From an optimization exercise on the open Yosys and OpenROAD flow, aimed at small area, a short achievable clock period and few clock cycles per item; shortcuts taken in it are not production practice. In this exercise RTL edits were held to simulation tests only and were not proved equivalent to the original.

## P
## multipli
module multipli
#(parameter int N = 32)
(
	input  logic                        CLOCK,
	input  logic                        RESET,
	input  logic                        START,
	input  logic signed [N-1:0]         A,B,
	output logic signed [2*N-1:0]       S,
	output logic                        END_MULT
);
Size in the first run: roughly 1,200 cells after synthesis, ~110 flip-flops, roughly 130 I/O pins.
clock: 5.0 ns
lec_check: 0
cap_margin: 20
core_margin: 2
core_utilization: 40
slew_margin: 20
run.sh (not shown) runs the stock make flow with config.mk's settings and CLKGATE_MAP_FILE= SYNTH_SCRIPT=/design/flow/synth_recipe.tcl, a recipe that flattens the netlist after the stock synthesis.
Testbench counts of P, summed over its fixed seeds: cycles 7,992, items 1,600.
#### Input delta (Q over P)
==> flow/flow/run.sh (new file) <==
#!/bin/bash
# Layout flow: the standard flow (standard.sh), with the port buffers
# that global placement inserts made from sky130_fd_sc_hd__buf_1 instead of
# the default pick; the resizer upsizes them where timing or slew needs it.
set -e
export BUFFER_PORTS_ARGS="-buffer_cell sky130_fd_sc_hd__buf_1"
bash standard.sh > standard.log 2>&1
==> flow/standard.sh (new file) <==
#!/bin/bash
# synth_recipe.tcl (not shown) runs the flow's synth.tcl, then flattens the netlist and writes it again
# the make line also repeats each setting of config.mk as NAME=value (left out here)
make -C /OpenROAD-flow-scripts/flow DESIGN_CONFIG=/design/flow/config.mk WORK_HOME=/design/flow/orfs CLKGATE_MAP_FILE= SYNTH_SCRIPT=/design/flow/synth_recipe.tcl "${@:-finish}"
removed: flow/run.sh
--- outcome ---
Compared Q vs P, and area growth from synthesis to final layout is down in Q. Sequential fraction of the synthesis area came out exactly the same in Q and P. Q: measured slew at the worst slew-check pin 0.022 ns above P. Of the two candidates, P has the worse sum of net half-perimeters after detailed placement and Q the better one. Going from P to Q, number of antenna cells inserted grows by 2. Comparing Q and P, the higher placed instance area is on P. Lower worst-case hold slack among Q and P: Q. Relative to P, sequential share of layout area has gone up in Q. Relative to P, Q improves worst slack at placement.

========
## v11
Another version of the RTL of multipli (not shown whole).
Size in the first run: ~930 cells after synthesis, about 130 I/O pins, roughly 10000 µm² of cells after synthesis.
==> flow/design.v (excerpt) <==
module multipli
#(parameter int N = 32)
(
	input  logic                        CLOCK,
	input  logic                        RESET,
	input  logic                        START,
	input  logic signed [N-1:0]         A,B,
	output logic signed [2*N-1:0]       S,
	output logic                        END_MULT
);
clock: 5.0 ns
lec_check: 0
cap_margin: 20
core_margin: 2
core_utilization: 40
slew_margin: 20
standard.sh (not shown) runs the stock make flow with config.mk's settings and CLKGATE_MAP_FILE= SYNTH_SCRIPT=/design/flow/synth_recipe.tcl, a recipe that flattens the netlist after the stock synthesis.
==> flow/flow/run.sh <==
#!/bin/bash
# Layout flow: the standard flow (standard.sh) with two changes.
# 1. The port buffers that global placement inserts are made from
#    sky130_fd_sc_hd__buf_1 instead of the default pick; the resizer upsizes
#    them where timing or slew needs it.
# 2. After the standard synthesis, flow/fixinv.py removes inverters around
#    the full-adder cells (an adder with all inputs and outputs complemented
#    is the same adder) and swaps gates for their complements where that
#    saves an inverter. Registers are not touched.
# Each tool's output goes to a log of its own in this folder.
set -e
export BUFFER_PORTS_ARGS="-buffer_cell sky130_fd_sc_hd__buf_1"
RES=orfs/results/sky130hd/multipli/base
OR=$(command -v openroad || echo /OpenROAD-flow-scripts/tools/install/OpenROAD/bin/openroad)
bash standard.sh synth > synth.log 2>&1
cp $RES/1_synth.odb $RES/1_synth_std.odb
"$OR" -python -no_init flow/fixinv.py $RES/1_synth_std.odb $RES/1_synth.odb > fixinv.log 2>&1
bash standard.sh > standard.log 2>&1
Other scripts of this flow, unchanged in this note and not shown: flow/flow/fixinv.py
Testbench counts of v11, summed over its fixed seeds: cycles 7,992, items 1,600.
> inputs changed (v11 -> v29)
Settings: ABC_AREA: unset -> 1.
## What came out
Relative to v11, the sequential share of layout area of v29 is lower by 1.3 points.
v29 reports a higher synthesized cell count than v11 does.
v29: actual transition at the worst max-transition pin higher than v11
A launch point of the worst path of X[13] is what v11 shows, while NF belongs to v29.
Compared with v11, v29 shows a floorplan die area that is about 6% higher.
Global routing met1 resource utilization in v29 vs v11: down 3.8 points
The worst hold slack number comes out higher for v11 vs v29.
Leading cell type in the layout, fill and taps excluded: xnor2_1 -> v11, nand2_1 -> v29
### v29 -> v16
Settings: an added SETUP_SLACK_MARGIN of 0.8; a deleted ABC_AREA that had been 1.
==> comparison <==
- Number of placement rows, v16 vs v29: down by a few percent
- Going from v29 to v16, proportion of cell area occupied by registers rose 0.37 points, global routing usage on met1 rose by 4.1 points, final design area excluding fillers lost 1.3%.
- Final worst-path setup slack improves in v16 relative to v29.
- v29 → v16: total placed instance area went down 490 µm²; register-to-register slack went up 0.19 ns.
### v16 -> v44
Settings: swapping 0.8 for 1.3 in SETUP_SLACK_MARGIN; putting ABC_AREA at 1 where nothing was set.
### Flow results
v44 gives more critical path depth than v16 did. Number of buffers and inverters on the critical path up 3 in v44 wrt v16. Inserted tap cell count was lower in v16 than in v44. When v44 is set beside v16, its netlist area before placement turns out to be 640 µm² larger. Reported for v16 and v44, number of antenna violations at the first check in global routing turned out identical to the last digit. v44 vs. v16: worst setup slack went up; final critical delay including setup and external delays went down; met3 layer wire length in the routed design went down.

==> static timing again, ports no longer ideal <==
Ports are ideal in the flow. The routed layouts listed here were re-timed in OpenROAD.
Step 1 assumes that a clkbuf_16 drives the clock port and a buf_2 every other input.
Step 2 adds t to the input delays and takes it off the output delays; t is the mean of the earliest and latest rising clock arrival at the registers after step 1. Input paths then give back, and output paths get back, about the clock's delay inside the block.
Slacks: ideal ports / drivers / drivers and shift; pairs: ideal ports / drivers.
| run | t, ns | setup WS [ns] | latest minus earliest clock arrival (ns) | worst data-port slew with drivers (ns) | cell pins on the clock port's net |
|---|---|---|---|---|---|
| P | 0.413 | 0.214 / 0.167 / 0.147 | 0.015 / 0.015 | 0.09 | 1 |
| Q | 0.412 | 0.453 / 0.406 / 0.577 | 0.016 / 0.017 | 0.10 | 1 |
| v11 | 0.406 | 0.248 / 0.207 / 0.523 | 0.019 / 0.020 | 0.05 | 1 |
| v29 | 0.415 | 0.686 / 0.686 / 0.583 | 0.019 / 0.018 | 0.05 | 1 |
| v16 | 0.406 | 0.744 / 0.702 / 0.621 | 0.018 / 0.019 | 0.05 | 1 |
| v44 | 0.409 | 1.341 / 1.348 / 0.952 | 0.015 / 0.015 | 0.06 | 1 |
After both steps every run listed still meets setup and hold. For v44, which loses most, drivers alone change the setup slack by +0.007 ns; drivers and shift together by -0.389 ns.
